This is an optimization exercise on Yosys and OpenROAD, whose aim is small area, a short achievable clock period and few clock cycles, not a production implementation. Function was checked by simulation only, so behaviour that the tests miss may differ from the original. Power and IR drop assume default switching activity.

`flow/config.mk`:
```
export PLATFORM = sky130hd
export DESIGN_NAME = rv32i_core
export DESIGN_NICKNAME = rv32i_core
export VERILOG_FILES = /design/flow/design.v
export SDC_FILE = /design/flow/constraint.sdc
export NUM_CORES = 4
export LEC_CHECK = 0
export CAP_MARGIN = 20
export CORE_MARGIN = 2
export CORE_UTILIZATION = 35
export PLACE_DENSITY = 0.55
export SLEW_MARGIN = 20
export SYNTH_HIERARCHICAL = 1
```
`flow/constraint.sdc`:
```
create_clock -name core_clock -period 11.0 [get_ports {clk}]
set_input_delay 2.2000 -clock core_clock [delete_from_list [all_inputs] [get_ports {clk}]]
set_output_delay 2.2000 -clock core_clock [all_outputs]
set_load 0.01 [all_outputs]
```
`flow/design.v`:
```
module rf_aoi3 (
    input  logic [2:0] s,
    input  logic [2:0] d,
    output logic       y
);
    assign y = ~|(s & d);
endmodule
`timescale 1ns / 1ps
module rv32i_core (
    input  logic        clk,
    input  logic        rst_n,
    output logic [31:0] imem_addr,
    input  logic [31:0] imem_rdata,
    output logic [31:0] dmem_addr,
    output logic [3:0]  dmem_we,
    output logic [31:0] dmem_wdata,
    input  logic [31:0] dmem_rdata,
    output logic        halt
);
    localparam logic [4:0] LUI    = 5'b01101;
    localparam logic [4:0] AUIPC  = 5'b00101;
    localparam logic [4:0] JAL    = 5'b11011;
    localparam logic [4:0] JALR   = 5'b11001;
    localparam logic [4:0] BRANCH = 5'b11000;
    localparam logic [4:0] LOAD   = 5'b00000;
    localparam logic [4:0] STORE  = 5'b01000;
    localparam logic [4:0] OP_IMM = 5'b00100;
    localparam logic [4:0] OP     = 5'b01100;
    localparam logic [4:0] SYSTEM = 5'b11100;
    logic [31:2] pc_f;       
    logic        halt_r;
    logic [31:0] a_reg, op2x;
    logic [31:0] x_reg;      
    logic [4:0]  e_rd;
    logic        e_jalr, e_store, e_load, e_wb, e_sys, e_sub;
    logic        e_beq, e_blt, e_bltu, e_binv;
    logic        e_r_add, e_r_sl, e_r_sr, e_r_slt, e_r_sltu, e_r_xor, e_r_or, e_r_and, e_r_x;
    logic        e_sra, e_sb, e_sh;
    logic        e_lb, e_lh, e_lw, e_ld_s;
    logic        e_fa, e_fo, e_fx;    
    logic        e_wa, e_wo, e_wx;    
    logic [31:0] m_res;      
    logic [31:0] m_wdata;
    logic [3:0]  m_we;
    logic [4:0]  m_rd;
    logic        m_wb, m_lb, m_lh, m_lw, m_ld_s;
    logic [31:0] w_res;
    logic [31:0] fi;
    assign fi = imem_rdata;
    logic [4:0] f_op;
    logic [2:0] f_f3;
    logic [4:0] f_rd, rs1_f, rs2_f;
    assign f_op  = fi[6:2];
    assign f_f3  = fi[14:12];
    assign f_rd  = fi[11:7];
    assign rs1_f = fi[19:15];
    assign rs2_f = fi[24:20];
    logic f_lui, f_auipc, f_jal, f_jalr, f_br, f_load, f_store, f_opimm, f_op_r, f_sys, f_alu;
    assign f_lui   = (f_op == LUI);
    assign f_auipc = (f_op == AUIPC);
    assign f_jal   = (f_op == JAL);
    assign f_jalr  = (f_op == JALR);
    assign f_br    = (f_op == BRANCH);
    assign f_load  = (f_op == LOAD);
    assign f_store = (f_op == STORE);
    assign f_opimm = (f_op == OP_IMM);
    assign f_op_r  = (f_op == OP);
    assign f_sys   = (f_op == SYSTEM);
    assign f_alu   = f_opimm | f_op_r;
    logic f_use1, f_use2;    
    assign f_use1 = ~(f_lui | f_auipc | f_jal);
    assign f_use2 = f_op_r | f_br | f_store;
    logic [31:0] f_imm;      
    assign f_imm = f_store ? {{21{fi[31]}}, fi[30:25], fi[11:7]} : {{21{fi[31]}}, fi[30:20]};
    logic f_sub;
    assign f_sub = f_br | (f_op_r & fi[30] & (f_f3 == 3'b000)) | (f_alu & (f_f3[2:1] == 2'b01));
    logic [31:0] ea, eo, ex;
    always_comb begin
        if (e_fa)       ea = m_res;
        else if (e_wa)  ea = w_res;
        else            ea = a_reg;
        if (e_fo)       eo = m_res ^ {32{e_sub}};
        else if (e_wo)  eo = w_res ^ {32{e_sub}};
        else            eo = op2x;
        if (e_fx)       ex = m_res;
        else if (e_wx)  ex = w_res;
        else            ex = x_reg;
    end
    logic [32:0] sum33;
    assign sum33 = {1'b0, ea} + {1'b0, eo} + {32'd0, e_sub};
    logic [31:0] sum;
    assign sum = sum33[31:0];
    logic ltu, lt;
    assign ltu = ~sum33[32];
    assign lt  = (ea[31] ^ ~eo[31]) ? ea[31] : ltu;
    logic eq;
    assign eq = &(ea ^ eo);
    logic taken;
    assign taken = (e_beq & (eq ^ e_binv)) | (e_blt & (lt ^ e_binv)) | (e_bltu & (ltu ^ e_binv));
    logic e_redir;
    assign e_redir = e_jalr | ((e_beq | e_blt | e_bltu) & ~taken);
    logic [31:2] e_target;
    assign e_target = e_jalr ? sum[31:2] : x_reg[31:2];
    logic [4:0] shamt;
    assign shamt = eo[4:0];
    logic [31:0] sh_rev, sh_in, sh_out, sh_l;
    logic        sh_fill;
    assign sh_fill = e_sra & ea[31];
    always_comb begin
        for (int i = 0; i < 32; i++) sh_rev[i] = ea[31 - i];
    end
    assign sh_in  = e_r_sl ? sh_rev : ea;
    assign sh_out = $signed({sh_fill, sh_in}) >>> shamt;
    always_comb begin
        for (int i = 0; i < 32; i++) sh_l[i] = sh_out[31 - i];
    end
    logic [31:0] e_res;
    always_comb begin
        e_res = ({32{e_r_add}}  & sum)
              | ({32{e_r_sl}}   & sh_l)
              | ({32{e_r_sr}}   & sh_out)
              | ({32{e_r_xor}}  & (ea ^ eo))
              | ({32{e_r_or}}   & (ea | eo))
              | ({32{e_r_and}}  & (ea & eo))
              | ({32{e_r_x}}    & x_reg);
        e_res[0] = e_res[0] | (e_r_slt & lt) | (e_r_sltu & ltu);
    end
    logic [3:0]  e_we;
    logic [31:0] e_wdata;
    always_comb begin
        if (e_sb) begin
            e_wdata = {4{ex[7:0]}};
            e_we    = {sum[1] & sum[0], sum[1] & ~sum[0], ~sum[1] & sum[0], ~sum[1] & ~sum[0]};
        end else if (e_sh) begin
            e_wdata = {2{ex[15:0]}};
            e_we    = {sum[1], sum[1], ~sum[1], ~sum[1]};
        end else begin
            e_wdata = ex;
            e_we    = 4'b1111;
        end
        if (!e_store)
            e_we = 4'b0000;
    end
    assign dmem_addr  = m_res;
    assign dmem_we    = m_we;
    assign dmem_wdata = m_wdata;
    logic [15:0] ld_h;
    logic [7:0]  ld_b;
    assign ld_h = m_res[1] ? dmem_rdata[31:16] : dmem_rdata[15:0];
    assign ld_b = m_res[0] ? ld_h[15:8] : ld_h[7:0];
    logic [31:0] wb_data;
    always_comb begin
        if (m_lw)       wb_data = dmem_rdata;
        else if (m_lh)  wb_data = {{16{m_ld_s & ld_h[15]}}, ld_h};
        else if (m_lb)  wb_data = {{24{m_ld_s & ld_b[7]}}, ld_b};
        else            wb_data = m_res;
    end
    logic [31:0] rf_rs1, rf_rs2;
    logic [31:0] rf [1:31];
    logic [31:1] rf_valid;
    always_ff @(posedge clk or negedge rst_n) begin
        if (!rst_n)
            rf_valid <= '0;
        else if (m_wb)
            rf_valid[m_rd] <= 1'b1;
    end
    always_ff @(posedge clk) begin
        for (int i = 1; i < 32; i++)
            if (m_wb && m_rd == 5'(i))
                rf[i] <= wb_data;
    end
    logic [31:1] sel1, sel2;
    always_comb begin
        for (int i = 1; i < 32; i++) begin
            sel1[i] = rf_valid[i] && rs1_f == 5'(i);
            sel2[i] = rf_valid[i] && rs2_f == 5'(i);
        end
    end
    logic [10:0] t1 [0:31];
    logic [10:0] t2 [0:31];
    genvar gb, gg;
    generate
        for (gb = 0; gb < 32; gb++) begin : rd_bit
            for (gg = 0; gg < 10; gg++) begin : rd_grp
                rf_aoi3 u1 (
                    .s(sel1[3*gg+3:3*gg+1]),
                    .d({rf[3*gg+3][gb], rf[3*gg+2][gb], rf[3*gg+1][gb]}),
                    .y(t1[gb][gg])
                );
                rf_aoi3 u2 (
                    .s(sel2[3*gg+3:3*gg+1]),
                    .d({rf[3*gg+3][gb], rf[3*gg+2][gb], rf[3*gg+1][gb]}),
                    .y(t2[gb][gg])
                );
            end
            assign t1[gb][10] = ~(sel1[31] & rf[31][gb]);
            assign t2[gb][10] = ~(sel2[31] & rf[31][gb]);
            assign rf_rs1[gb] = ~&t1[gb];
            assign rf_rs2[gb] = ~&t2[gb];
        end
    endgenerate
    logic [31:0] f_rs1, f_rs2;
    assign f_rs1 = rf_rs1;
    assign f_rs2 = rf_rs2;
    assign imem_addr = {pc_f, 2'b00};
    logic [31:2] f_pc4;
    assign f_pc4 = pc_f + 30'd1;
    logic [31:0] f_imm_b, f_imm_j;
    assign f_imm_b = {{20{fi[31]}}, fi[7], fi[30:25], fi[11:8], 1'b0};
    assign f_imm_j = {{12{fi[31]}}, fi[19:12], fi[20], fi[30:21], 1'b0};
    logic [31:0] f_tgt_b, f_tgt_j, f_tgt_u;
    assign f_tgt_b = {pc_f, 2'b00} + f_imm_b;
    assign f_tgt_j = {pc_f, 2'b00} + f_imm_j;
    assign f_tgt_u = {pc_f[31:12] + fi[31:12], pc_f[11:2], 2'b00};
    logic f_pred;
    assign f_pred = f_jal | f_br;
    logic stall;
    assign stall = e_load & e_wb & ((f_use1 & (rs1_f == e_rd)) | (f_use2 & (rs2_f == e_rd)));
    logic [31:2] pc_next;
    always_comb begin
        if (e_redir)      pc_next = e_target;
        else if (stall)   pc_next = pc_f;
        else if (f_jal)   pc_next = f_tgt_j[31:2];
        else if (f_pred)  pc_next = f_tgt_b[31:2];
        else              pc_next = f_pc4;
    end
    logic [31:0] f_x;
    always_comb begin
        if (f_store)              f_x = f_rs2;
        else if (f_lui)           f_x = {fi[31:12], 12'b0};
        else if (f_auipc)         f_x = f_tgt_u;
        else                      f_x = {f_pc4, 2'b00};     
    end
    logic f_fa, f_fb, f_wa, f_wb;
    assign f_fa = e_wb & (e_rd == rs1_f);
    assign f_fb = e_wb & (e_rd == rs2_f);
    assign f_wa = m_wb & (m_rd == rs1_f);
    assign f_wb = m_wb & (m_rd == rs2_f);
    logic go, halting;
    assign halting = halt_r | e_sys;
    assign go = ~halting & ~e_redir & ~stall;
    always_ff @(posedge clk or negedge rst_n) begin
        if (!rst_n) begin
            pc_f    <= 30'h0040_0000;    
            halt_r  <= 1'b0;
            e_jalr  <= 1'b0;
            e_beq   <= 1'b0;
            e_blt   <= 1'b0;
            e_bltu  <= 1'b0;
            e_store <= 1'b0;
            e_load  <= 1'b0;
            e_wb    <= 1'b0;
            e_sys   <= 1'b0;
            m_we    <= 4'b0000;
            m_wb    <= 1'b0;
        end else begin
            if (!halting)
                pc_f <= pc_next;
            halt_r  <= halting;
            e_jalr  <= go & f_jalr;
            e_beq   <= go & f_br & (f_f3[2:1] == 2'b00);
            e_blt   <= go & f_br & (f_f3[2:1] == 2'b10);
            e_bltu  <= go & f_br & (f_f3[2:1] == 2'b11);
            e_store <= go & f_store;
            e_load  <= go & f_load;
            e_wb    <= go & (f_rd != 5'd0) &
                       (f_lui | f_auipc | f_jal | f_jalr | f_load | f_alu);
            e_sys   <= go & f_sys;
            m_we    <= e_we;
            m_wb    <= e_wb;
        end
    end
    always_ff @(posedge clk) begin
        e_rd     <= f_rd;
        e_sub    <= f_sub;
        e_binv   <= f_f3[0];
        e_sra    <= fi[30];
        e_r_add  <= (f_alu & (f_f3 == 3'b000)) | f_load | f_store;
        e_r_sl   <= f_alu & (f_f3 == 3'b001);
        e_r_slt  <= f_alu & (f_f3 == 3'b010);
        e_r_sltu <= f_alu & (f_f3 == 3'b011);
        e_r_xor  <= f_alu & (f_f3 == 3'b100);
        e_r_sr   <= f_alu & (f_f3 == 3'b101);
        e_r_or   <= f_alu & (f_f3 == 3'b110);
        e_r_and  <= f_alu & (f_f3 == 3'b111);
        e_r_x    <= f_lui | f_auipc | f_jal | f_jalr;
        e_lb     <= f_load & (f_f3[1:0] == 2'b00);
        e_lh     <= f_load & (f_f3[1:0] == 2'b01);
        e_lw     <= f_load & f_f3[1];
        e_ld_s   <= ~f_f3[2];
        e_sb     <= f_f3[1:0] == 2'b00;
        e_sh     <= f_f3[1:0] == 2'b01;
        e_fa     <= f_fa;
        e_fo     <= f_fb & (f_op_r | f_br);
        e_fx     <= f_fb;
        e_wa     <= f_wa;
        e_wo     <= f_wb & (f_op_r | f_br);
        e_wx     <= f_wb;
        a_reg    <= f_rs1;
        x_reg    <= f_x;
        op2x     <= ((f_op_r | f_br) ? f_rs2 : f_imm) ^ {32{f_sub}};
        m_res    <= e_res;
        m_wdata  <= e_wdata;
        m_rd     <= e_rd;
        m_lb     <= e_lb;
        m_lh     <= e_lh;
        m_lw     <= e_lw;
        m_ld_s   <= e_ld_s;
        w_res    <= wb_data;
    end
    assign halt = halt_r;
endmodule
```
`flow/flow/run.sh`:
```
#!/bin/bash
# Layout flow: the standard ORFS flow (standard.sh, unchanged synthesis and
# steps) with these changes:
#  - the port buffers are sky130_fd_sc_hd__buf_2 cells rather than the delay
#    cells buffer_ports picks by default;
#  - clock tree synthesis uses sky130_fd_sc_hd__clkbuf_16 only, clusters of up
#    to 20 sinks within 100 um, and adds no dummy loads (fewer clock buffers;
#    flip-flop clock slew stays near 100 ps);
set -uo pipefail
CTS="-sink_clustering_enable -repair_clock_nets -dont_use_dummy_load"
CTS="$CTS -buf_list sky130_fd_sc_hd__clkbuf_16 -sink_clustering_size 20 -sink_clustering_max_diameter 100"
if ! bash standard.sh "BUFFER_PORTS_ARGS=-buffer_cell sky130_fd_sc_hd__buf_2" "CTS_ARGS=$CTS" \
        "SETUP_SLACK_MARGIN=6.5" finish > orfs_flow.log 2>&1; then
    tail -40 orfs_flow.log
    exit 1
fi
```
`flow/standard.sh`:
```
#!/bin/bash
# synth_recipe.tcl (not shown) runs the flow's synth.tcl, then flattens the netlist and writes it again
# the make line also repeats each setting of config.mk as NAME=value (left out here)
make -C /OpenROAD-flow-scripts/flow DESIGN_CONFIG=/design/flow/config.mk WORK_HOME=/design/flow/orfs CLKGATE_MAP_FILE= SYNTH_SCRIPT=/design/flow/synth_recipe.tcl "${@:-finish}"
```
==> results of run 1 <==
[metal layers]
metal  track usage (%)  up-vias  wire length, um
met5                 0        -              287
met4             14.40       10            18360
met3             8.313      801            38260
met2             46.25     4129           129700
met1             38.50    27240           107000
li1                  -    22290                -
[logic make-up after synthesis]
group | after synthesis
buffers and inverters | 379
adders and majority gates | 134
DFF | 1297
muxes | 154
other | 1
xor gates and xnor gates | 158
and+or+nand+nor | 1230
AOI/OAI and AO/OA | 1855
[layout make-up]
cell class,count,area [um^2]
fill,16860,106100
antenna,4,10.01
multi-input combinational,3535,27140
timing repair buffer,422,3646
clock buffer,79,1977
inverter,120,494.2
sequential,1297,36290
tap,2355,2947
timing repair inverter,1,11.26
[report_power, final]
part,internal (mW),switching [mW]
combinational,1.26,2.22
clock,1.28,1.61
sequential,5.60,0.545
total,8.14,4.38
[timing repair]
item                                    in CTS  in global routing
hold buffers                                 0                  0
cloned                                       8                 19
pin swaps                                   41                 90
endpoints found under the setup margin     134                 96
buffers inserted                            24                 47
gates resized for setup                    194                205
[Yosys stat by module (local to each module, per instance)]
module | flip-flops and latches | area, um^2 | copies in the design
rv32i_core | 1297 | 56560 | 1
rf_aoi3 | 0 | 10.01 | 640
[synth_stat cells (all sizes together) (93+ instances only)]
cell type	count
nand4	157
nor2	248
edfxtp	992
ha	129
a222oi	644
o21ai	274
clkbuf	202
and3	93
dfxtp	230
mux2i	116
nand2	441
xnor2	104
a21oi	271
a21o	108
inv	114
[critical path: stages]
cell	delay, ps
clkbuf_4	220
nor2b_1	340
nor2b_1	410
and3_2	1080
a222oi_1	270
nand4_1	390
a2111o_1	220
[worst min-delay path by stage]
stage / start / end / slack (ps) / cells past startpoint
after floorplan: e_lb$_DFF_P_ / m_lb$_DFF_P_ / 310 / 0
after global placement: e_lh$_DFF_P_ / m_lh$_DFF_P_ / 320 / 0
after global routing: e_lh$_DFF_P_ / m_lh$_DFF_P_ / 350 / 0
final: e_lh$_DFF_P_ / m_lh$_DFF_P_ / 330 / 0
after CTS: e_lh$_DFF_P_ / m_lh$_DFF_P_ / 340 / 0
after detailed placement: e_lh$_DFF_P_ / m_lh$_DFF_P_ / 320 / 0
[stage by stage]
| stage | power, mW | instance area, um^2 |
|---|---|---|
| 2_1_floorplan | 7.807 | 63220 |
| 3_3_place_gp | 9.202 | 67500 |
| 3_5_place_dp | 9.214 | 67530 |
| 4_1_cts | 12.14 | 70810 |
| 5_1_grt | 12.87 | 72500 |
| 6_report | 12.51 | 72510 |
[cell usage in the layout, fill, tap and decap left out, drive strengths merged, types with 41 or more instances in the layout]
master	count
a222oi	644
ha	129
a22oi	57
xor2	54
mux2i	116
buf	396
o21a	49
dfxtp	230
nor2b	42
nor3	65
clkbuf	100
nand3	58
and3	93
xnor2	104
edfxtp	992
o211ai	49
inv	112
a21o	108
o21ai	274
a31oi	44
o22ai	41
nor2	248
nand4	157
a21oi	271
dfrtp	74
nand2	443
a2111o	45
==> metrics.csv, run 1 <==
metric,value,unit
Antenna Violating Nets Remaining,0,
pwr dens,172.6,nW/um^2
hold_ws,334.4,ps
Synth Area in Compound Gates,23.14,%
Final WS setup,6422,ps
GP Congestion,0.9734,
vias per cell,6.971,
Die X,428.2,um
Worst Setup Path Type,in2reg,
final setup violation count,0,
io pins,167,
area grow syn2layout,15.16,%
synth unique cells,94,
CTS H-tree lvls,3,
Synth Flop Type,edfxtp_1,
Cells after DPL,7632,
Port Buffers,162,
clk latency of the worst-skew pair,720,ps
crit path max fanout,32,
Routed WL,293600,um
CTS clock-pin slew for the worst setup and hold paths,80,ps
Syn Inst Count,5208,
Yosys Warn Count,13,
Worst setup EP type,flop,
Largest register FFs,992,
HPWL reported at the end of detailed placement,184500,um
Core Rows,155,
DP Worst Slack,4143,ps
worst r2r src,e_wa$_DFF_P_,
Yosys top cell area share,47.31,%
CP required,11630,ps
total negative setup slack,0,ps
Worst setup SP type,input port,
share of layout cells above drive strength 1,15.97,%
largest net degree at the start of global routing,70,
mux share of post-synthesis cell area,2.577,%
Remaining DRCs,0,
initial antenna violation count,14,
Final Slew Violations,0,
r2r endpoint,pc_f[6]$_DFFE_PN0P_,
Util after Layout,40.60,%
Post-synth EDFFs,992,
first-pass GRT wire length,389700,um
worst rel slew slack,15.63,%
Final min period,4578,ps
Hold Crit Class,reg2reg,
Die H,428.2,um
main combinational cell family by area after synthesis,compound AO/OA/AOI/OAI gates,
FMAX,0.2184,GHz
Initial Util,35.25,%
"FFs w/ async S/R, synth",5.783,%
post-synthesis adder-cell area fraction,2.722,%
WP data arrival,5210,ps
outcome,finished clean,
vias in the first global route,49500,
Final Hold Viols,0,
CTS root buf,clkbuf_16,
core outline area,178600,um^2
Clock Skews,111.0,ps
top cell type by total area after synthesis,edfxtp_1,
register area share after synthesis,57.60,%
Biggest register,rf,
R2R setup slack,6510,ps
Nets,5656,
clock sinks,1297,
total gr overflow,0,
Least-Margin Pin Slew,1254,ps
cts bufs inserted,79,
Static Leakage,25.63,nW
GRT Util Overall,29.87,%
Mapped Area,62970,um^2
maximum VDD drop,0.0001063,V
end of the critical path,a_reg[15]$_DFF_P_,
DR WL/cell,37.58,um
period utilisation layout,41.62,%
max-cap viol count,0,
Die Area,183300,um^2
Synth area leaders,"edfxtp_1 47%, a222oi_1 10%, dfxtp_1 7.3%",
unrepaired setup endpoints after global routing,true,
Longest Clk Path Bufs,3,
Synth Area in XOR/XNOR,2.198,%
DRC violation total after the first TritonRoute iteration,11680,
Detailed Routing Iterations Pass 1,13,
Synth Area in Simple Gates,9.367,%
fin cells,7813,
vias post-DR,54470,
"flops & latches, synth",1297,
syn avg cell area,12.09,um^2
crit path from,imem_rdata[17],
R2R cell count,15,
CTS tree,yes,
Testbench counts, summed over its fixed seeds: cycles 39,729.
==> run 2: changes to the inputs <==
--- a/flow/config.mk
+++ b/flow/config.mk
@@ -7,7 +7,7 @@
 export LEC_CHECK = 0
 export CAP_MARGIN = 20
 export CORE_MARGIN = 2
-export CORE_UTILIZATION = 35
-export PLACE_DENSITY = 0.55
+export CORE_UTILIZATION = 40
+export PLACE_DENSITY = 0.6
 export SLEW_MARGIN = 20
 export SYNTH_HIERARCHICAL = 1
==> run 2 against run 1 <==
Compared with the run above:
- core utilization is 5.1 points higher
- fmax is 0.96% lower
- register-to-register slack better by 50 ps
- global-route usage is 4.2 points higher
- count of clock-buffer cells in the layout is 1 lower
- synthesized area stayed put
- setup slack worse by 45 ps
- clock skew is 15 ps lower
- non-clock buffer count is 25 lower
- final cell count is 4.0% lower
==> metrics.csv, run 2 <==
metric,value,unit,change
outcome,finished clean,,
first-pass GRT wire length,389500,um,about the same
"FFs w/ async S/R, synth",5.783,%,unchanged
DRC violation total after the first TritonRoute iteration,12070,,+3.4%
cts bufs inserted,78,,-1.3%
Final min period,4623,ps,+44.58 ps
Worst setup SP type,input port,,
Synth area leaders,"edfxtp_1 47%, a222oi_1 10%, dfxtp_1 7.3%",,
Core Rows,145,,-6.5%
HPWL reported at the end of detailed placement,177800,um,-3.6%
GP Congestion,1.024,,+5.1%
Nets,5639,,-0.30%
Psw,4.339,mW,-0.92%
Synth Flop Type,edfxtp_1,,
Reg power frac,49.5,%,+0.4 points
Syn Inst Count,5208,,unchanged
footprint of the multi-input gates,26900,um^2,-0.88%
GRT Util Overall,34.11,%,+4.2 points
unrepaired setup endpoints after global routing,true,,
Hold Crit Class,reg2reg,,
FILL cells,14280,,-15%
CTS clock-pin slew for the worst setup and hold paths,100,ps,+20 ps
Static Leakage,25.38,nW,-0.97%
Detailed Routing Iterations Pass 1,14,,+1
Initial Util,40.31,%,+5.1 points
clk latency of the worst-skew pair,740,ps,+20 ps
vias post-DR,54650,,+0.33%
CP required,11530,ps,-100 ps
Least-Margin Pin Slew,1110,ps,-144.4 ps
Remaining DRCs,0,,unchanged
Combinational Power Share,27.4,%,-0.4 points
total negative setup slack,0,ps,unchanged
Sequential Area,36290,um^2,about the same
CTS tree,yes,,
Design Power,12.40,mW,-0.94%
worst rel slew slack,25.69,%,+10 points
CTS H-tree lvls,3,,unchanged
total gr overflow,0,,unchanged
WP data arrival,5160,ps,-50 ps
Die X,400.8,um,-6.4%
Routed WL,288900,um,-1.6%
hold_ws,337.8,ps,+3.471 ps
CTS root buf,clkbuf_16,,
Final Slew Violations,0,,unchanged
vias per cell,7.283,,+4.5%
initial antenna violation count,22,,+8
max-cap viol count,0,,unchanged
core outline area,156200,um^2,-13%
pwr dens,173.7,nW/um^2,+0.65%
Yosys Warn Count,13,,unchanged
syn avg cell area,12.09,um^2,unchanged
Biggest register,rf,,
Internal,8.057,mW,-0.96%
Yosys top cell area share,47.31,%,unchanged
largest net degree at the start of global routing,70,,unchanged
Die H,400.8,um,-6.4%
share of layout cells above drive strength 1,14.86,%,-1.1 points
cell area after layout,71360,um^2,-1.6%
Port Buffers,162,,unchanged
top cell type by total area after synthesis,edfxtp_1,,
"commonest non-fill, non-tap cell in the layout",edfxtp_1,,
Longest Clk Path Bufs,3,,unchanged
fin cells,7504,,-4.0%
Worst Setup Path Type,in2reg,,
register area share after synthesis,57.60,%,unchanged
Final Hold Viols,0,,unchanged
"flops & latches, synth",1297,,unchanged
clock sinks,1297,,unchanged
DR WL/cell,38.50,um,+2.4%
area grow syn2layout,13.33,%,
Net Sw Frac,35.00,%,about the same
synth unique cells,94,,unchanged
Post-synth EDFFs,992,,unchanged
crit path max fanout,16,,-50%
Mapped Area,62970,um^2,unchanged
Clk pwr share,23.1,%,about the same
vias in the first global route,50640,,+2.3%
Largest register FFs,992,,unchanged
most common cell in the synthesized netlist,edfxtp_1,,
Worst setup EP type,flop,,
final setup violation count,0,,unchanged
Post-synth top cells,"992 x edfxtp_1, 644 x a222oi_1, 440 x nand2_1",,
FMAX,0.2163,GHz,-0.96%
io pins,167,,unchanged
period utilisation layout,42.02,%,+0.41 points
maximum VDD drop,0.0001264,V,+19%
Die Area,160600,um^2,-12%
Cells after DPL,7341,,-3.8%
area post-placement,67180,um^2,-0.53%
Clock Skews,96.10,ps,-14.86 ps
"commonest non-fill, non-tap cells in the layout","992 x edfxtp_1, 644 x a222oi_1, 436 x nand2_1, 245 x a21oi_1, 243 x o21ai_0",,
CTS Hold Bufs,0,,unchanged
Antenna Violating Nets Remaining,0,,unchanged
[run 2: cell type report]
cell class / instances / area share (%)
multi-input cells: 3545 / 37.69
clock buffers: 78 / 2.735
diodes: 9 / 0.03156
well taps: 2058 / 3.608
flip-flops and latches: 1297 / 50.86
inverters: 120 / 0.6540
repair buffers: 397 / 4.417
[run 2: what timing repair did]
action	CTS	global route
setup endpoints to repair	134	70
cloned	17	6
pin swaps	29	49
gates resized for setup	179	147
setup buffers	27	26
[run 2: per-module statistics from Yosys, one instance, submodules excluded]
module | cells inside | cell area [um^2] | flip-flops and latches | copies in the design
rf_aoi3 | 1 | 10.01 | 0 | 640
rv32i_core | 4568 | 56560 | 1297 | 1
[run 2: critical path: stages]
cell and delay, ps:
buf_4 180, and2_4 190, nor2b_4 170, and3_2 410, a222oi_1 420, nand4_1 530
a2111o_1 700, buf_6 190, nand2_1 70, o21ai_0 80
[run 2: power by group through the flow]
stage	Clock (mW)	Sequential, mW	Combinational [mW]
finish	2.87	6.13	3.40
global route	3.01	6.11	3.56
CTS	2.87	6.08	3.14
detailed placement	0	6.19	3.00
global placement	0	6.19	2.98
floorplan	0	5.95	1.86
[run 2: per-stage QoR]
step,setup WS [ps],util (%)
2_1_floorplan,6442,-
3_3_place_gp,3931,42.99
3_5_place_dp,3904,43.01
4_1_cts,6503,45.06
5_1_grt,6431,45.67
6_report,6377,45.68
[run 2: cells by family after synthesis]
logic type | after synthesis | share of synthesized area [%]
buffers and inverters | 379 | 2.384
muxes | 154 | 2.577
xor gates and xnor gates | 158 | 2.198
DFF | 1297 | 57.60
adders and majority gates | 134 | 2.722
and+or+nand+nor | 1230 | 9.367
AOI/OAI and AO/OA | 1855 | 23.14
other | 1 | 0.005955
[run 2: layer usage]
metal | global-route usage [%] | share of wire (%) | vias up
met4 | 21.75 | 7.9 | 6
met2 | 51.95 | 43 | 4428
met5 | 0.1189 | 0.016 | -
li1 | - | - | 22280
met1 | 42.50 | 35 | 27050
met3 | 9.858 | 14 | 883
[run 2: path summary, 6_finish.rpt]
path | cells past startpoint | from | slack (ps) | endpoint
worst max-delay path | 10 | imem_rdata[21] | 6380 | x_reg[25]$_DFF_P_
worst min-delay path | 0 | e_lw$_DFF_P_ | 340 | m_lw$_DFF_P_
worst max register to register | 21 | e_fo$_DFF_P_ | 6560 | m_res[20]$_DFF_P_
worst min register to register | 0 | e_lw$_DFF_P_ | 340 | m_lw$_DFF_P_
max in group asynchronous | 2 | rst_n | 8330 | rf_valid[16]$_DFFE_PN0P_
min in group asynchronous | 1 | rst_n | 1370 | pc_f[31]$_DFFE_PN0P_
==> run 3: changes to the inputs <==
--- a/flow/config.mk
+++ b/flow/config.mk
@@ -7,7 +7,7 @@
 export LEC_CHECK = 0
 export CAP_MARGIN = 20
 export CORE_MARGIN = 2
-export CORE_UTILIZATION = 40
-export PLACE_DENSITY = 0.6
+export CORE_UTILIZATION = 30
+export PLACE_DENSITY = 0.5
 export SLEW_MARGIN = 20
 export SYNTH_HIERARCHICAL = 1
==> run 3 against run 2 <==
Compared with the run above:
- clock skew rose by 26 ps
- via count fell by 0.94%
- flip-flop and latch count did not move
- still clean on timing, DRC and antenna
- first-iteration DRC count fell by 11%
- sequential share of layout area fell by 1.6 points
- routed wire length rose by 4.9%
- critical path type unchanged
- core utilization fell by 10 points
- global-route usage fell by 7.0 points
- count of clock-buffer cells in the layout rose by 1
- cell area rose by 3.2%
- synthesized area did not move
- largest power group unchanged
- total power rose by 1.4%
==> metrics.csv, run 3 <==
metric,value,unit,change
DP Worst Slack,4225,ps,+321.2 ps
DR WL/cell,36.45,um,-5.3%
synth unique cells,94,,unchanged
"flops & latches, synth",1297,,unchanged
Worst setup EP type,flop,,
"FFs w/ async S/R, synth",5.783,%,unchanged
"commonest non-fill, non-tap cells in the layout","992 x edfxtp_1, 644 x a222oi_1, 435 x nand2_1, 234 x o21ai_0, 233 x a21oi_1",,
worst rel slew slack,18.98,%,-6.7 points
syn avg cell area,12.09,um^2,unchanged
initial antenna violation count,32,,+45%
top cell type by total area after synthesis,edfxtp_1,,
Die Area,213600,um^2,+33%
Final Slew Violations,0,,unchanged
clk latency of the worst-skew pair,740,ps,about the same
CTS tree,yes,,
final setup violation count,0,,unchanged
Final WS setup,6415,ps,+37.70 ps
io pins,167,,unchanged
Internal,8.178,mW,+1.5%
Longest Clk Path Bufs,3,,unchanged
Static Leakage,25.94,nW,+2.2%
"most used cell, CP",nor2b_1,,
Yosys Warn Count,13,,unchanged
share of layout cells above drive strength 1,17.17,%,+2.3 points
period utilisation layout,41.68,%,-0.34 points
largest net degree at the start of global routing,65,,-7.1%
vias in the first global route,50250,,-0.77%
DRC violation total after the first TritonRoute iteration,10720,,-11%
most common cell in the synthesized netlist,edfxtp_1,,
Cells after DPL,8092,,+10%
total gr overflow,0,,unchanged
first-pass GRT wire length,406900,um,+4.5%
Largest register FFs,992,,unchanged
Psw,4.390,mW,+1.2%
pwr dens,170.7,nW/um^2,-1.8%
Post-synth EDFFs,992,,unchanged
Clock Skews,122.3,ps,+26.20 ps
Least-Margin Pin Slew,1215,ps,+105.8 ps
core outline area,209200,um^2,+34%
area grow syn2layout,16.96,%,
crit path max fanout,32,,+16
total negative setup slack,0,ps,unchanged
Final min period,4585,ps,-37.70 ps
GRT Util Overall,27.10,%,-7.0 points
Combinational Power Share,28.1,%,+0.7 points
CTS clock-pin slew for the worst setup and hold paths,90,ps,about the same
GP Congestion,1.004,,-1.9%
vias post-DR,54140,,-0.94%
Routed WL,302900,um,+4.9%
CTS H-tree lvls,3,,unchanged
Synth area leaders,"edfxtp_1 47%, a222oi_1 10%, dfxtp_1 7.3%",,
CP bufs+invs,1,,-1
CP required,11620,ps,+90 ps
Core Rows,168,,+16%
maximum VDD drop,0.0001279,V,+1.2%
Biggest register,rf,,
FMAX,0.2181,GHz,+0.82%
Yosys top cell area share,47.31,%,unchanged
Detailed Routing Iterations Pass 1,13,,-1
vias per cell,6.515,,-11%
Port Buffers,162,,unchanged
Crit-path slowest cell,and3_2,,
HPWL reported at the end of detailed placement,194400,um,+9.4%
WP data arrival,5200,ps,+40 ps
Worst Setup Path Type,in2reg,,
Nets,5693,,+0.96%
Worst setup SP type,input port,,
Post-synth top cells,"992 x edfxtp_1, 644 x a222oi_1, 440 x nand2_1",,
Remaining DRCs,0,,unchanged
cell family with most CP delay,simple AND/OR/NAND/NOR gates,,
register area share after synthesis,57.60,%,unchanged
outcome,finished clean,,
Net Sw Frac,34.93,%,-0.071 points
fin cells,8310,,+11%
Die X,462.1,um,+15%
Initial Util,30.11,%,-10 points
Hold Crit Class,reg2reg,,
Crit path largest cell delay,1050,ps,+350 ps
cts bufs inserted,79,,+1.3%
Syn Inst Count,5208,,unchanged
max-cap viol count,0,,unchanged
Mapped Area,62970,um^2,unchanged
"commonest non-fill, non-tap cell in the layout",edfxtp_1,,
CP cell instances,"buf_4, nor2b_1, nor2b_1, and3_2, a222oi_1, nand4_1, a2111o_1",,
Synth Flop Type,edfxtp_1,,
clock sinks,1297,,unchanged
Final Hold Viols,0,,unchanged
unrepaired setup endpoints after global routing,true,,
Reg power frac,48.8,%,-0.7 points
Clk pwr share,23.1,%,about the same
Die H,462.1,um,+15%
Antenna Violating Nets Remaining,0,,unchanged
CTS root buf,clkbuf_16,,
==> run 3: cell counts after synthesis <==
Identical to the previous run, type by type.
==> run 3: cell families after synthesis <==
kind of cell | Yosys count | share of synthesized area (%)
compound gates | 1855 | 23.14
xor+xnor | 158 | 2.198
fa+ha+maj | 134 | 2.722
buf+inv | 379 | 2.384
flops | 1297 | 57.60
mux | 154 | 2.577
other cells | 1 | 0.005955
simple gates | 1230 | 9.367
==> run 3: worst paths after layout <==
kind	to	slack [ps]	start	cells past startpoint
setup / recovery	a_reg[20]$_DFF_P_	6420	imem_rdata[16]	7
hold / removal	m_lb$_DFF_P_	330	e_lb$_DFF_P_	0
setup reg to reg	pc_f[19]$_DFFE_PN0P_	6430	e_fo$_DFF_P_	17
hold reg to reg	m_lb$_DFF_P_	330	e_lb$_DFF_P_	0
max in group asynchronous	m_we[3]$_DFF_PN0_	8330	rst_n	2
min in group asynchronous	pc_f[20]$_DFFE_PN0P_	1460	rst_n	1
==> run 3: power by group through the flow <==
stage | registers [mW] | logic, mW | clock network [mW]
final | 6.13 | 3.53 | 2.91
after detailed placement | 6.19 | 3.05 | 0
after floorplan | 5.95 | 1.86 | 0
after CTS | 6.08 | 3.25 | 2.95
after global placement | 6.18 | 3.04 | 0
after global routing | 6.12 | 3.74 | 3.11
==> run 3: metrics by stage <==
stage	area [um^2]	hold slack [ps]	total power, mW	utilization (%)
floorplan	63220	309.6	7.807	-
global placement	68180	317.2	9.225	32.60
detailed placement	68180	313.8	9.238	32.60
CTS	72230	318.4	12.28	34.54
global route	73620	338.6	12.98	35.20
finish	73650	332.8	12.57	35.21
==> run 3: metal layers <==
layer / GRT usage, % / share of wire [%] / vias to the layer above / wire (um)
li1: - / - / 22400 / -
met1: 35.45 / 38 / 27390 / 114500
met2: 41.65 / 44 / 3691 / 133100
met3: 6.449 / 12 / 646 / 36610
met4: 13.92 / 6.1 / 16 / 18560
met5: 0 / 0.037 / - / 113
==> run 3: cell type report <==
cell class / instances / area, um^2
fill: 20720 / 135500
sequential: 1297 / 36290
multi-input combinational: 3534 / 27170
timing repair buffer: 461 / 4190
tap: 2805 / 3510
clock buffer: 79 / 1977
inverter: 120 / 476.7
antenna: 14 / 35.03
==> run 3: what timing repair did <==
action                                  4_1_cts  5_1_grt
gates cloned                                 15       14
hold buffers                                  0        0
pin swaps                                    71       80
setup buffers                                64       29
resized for setup                           266      191
endpoints found under the setup margin      155       92
==> run 3: Yosys stat by module (local to each module, per instance) <==
module,cells inside,times used,flops+latches,cell area (um^2)
rv32i_core,4568,1,1297,56560
rf_aoi3,1,640,0,10.01

-- separate check: timing with driven ports --
In the flow no input, the clock included, has a driving cell. The finished layouts below were timed again as built, in two steps.
Step 1: set_driving_cell puts a clkbuf_16 on clk and a buf_2 on each other input, an assumption about the parent block.
Step 2, shift: input delay + t, output delay - t, t = (earliest + latest rising clock arrival at the registers) / 2. This alone moves slack from input paths to output paths.
Three values: ideal, step 1, step 2; two values: the first two.
run	t (ns)	setup WS [ns]	cell pins on the clock port's net
run 1	0.765	6.422 / 6.438 / 5.672	1
run 2	0.771	6.377 / 6.391 / 5.620	1
run 3	0.776	6.415 / 6.387 / 5.611	1
After both steps setup and hold are still met in every run listed. For run 3, which loses most, drivers alone change the setup slack by -0.028 ns; drivers and shift together by -0.804 ns.
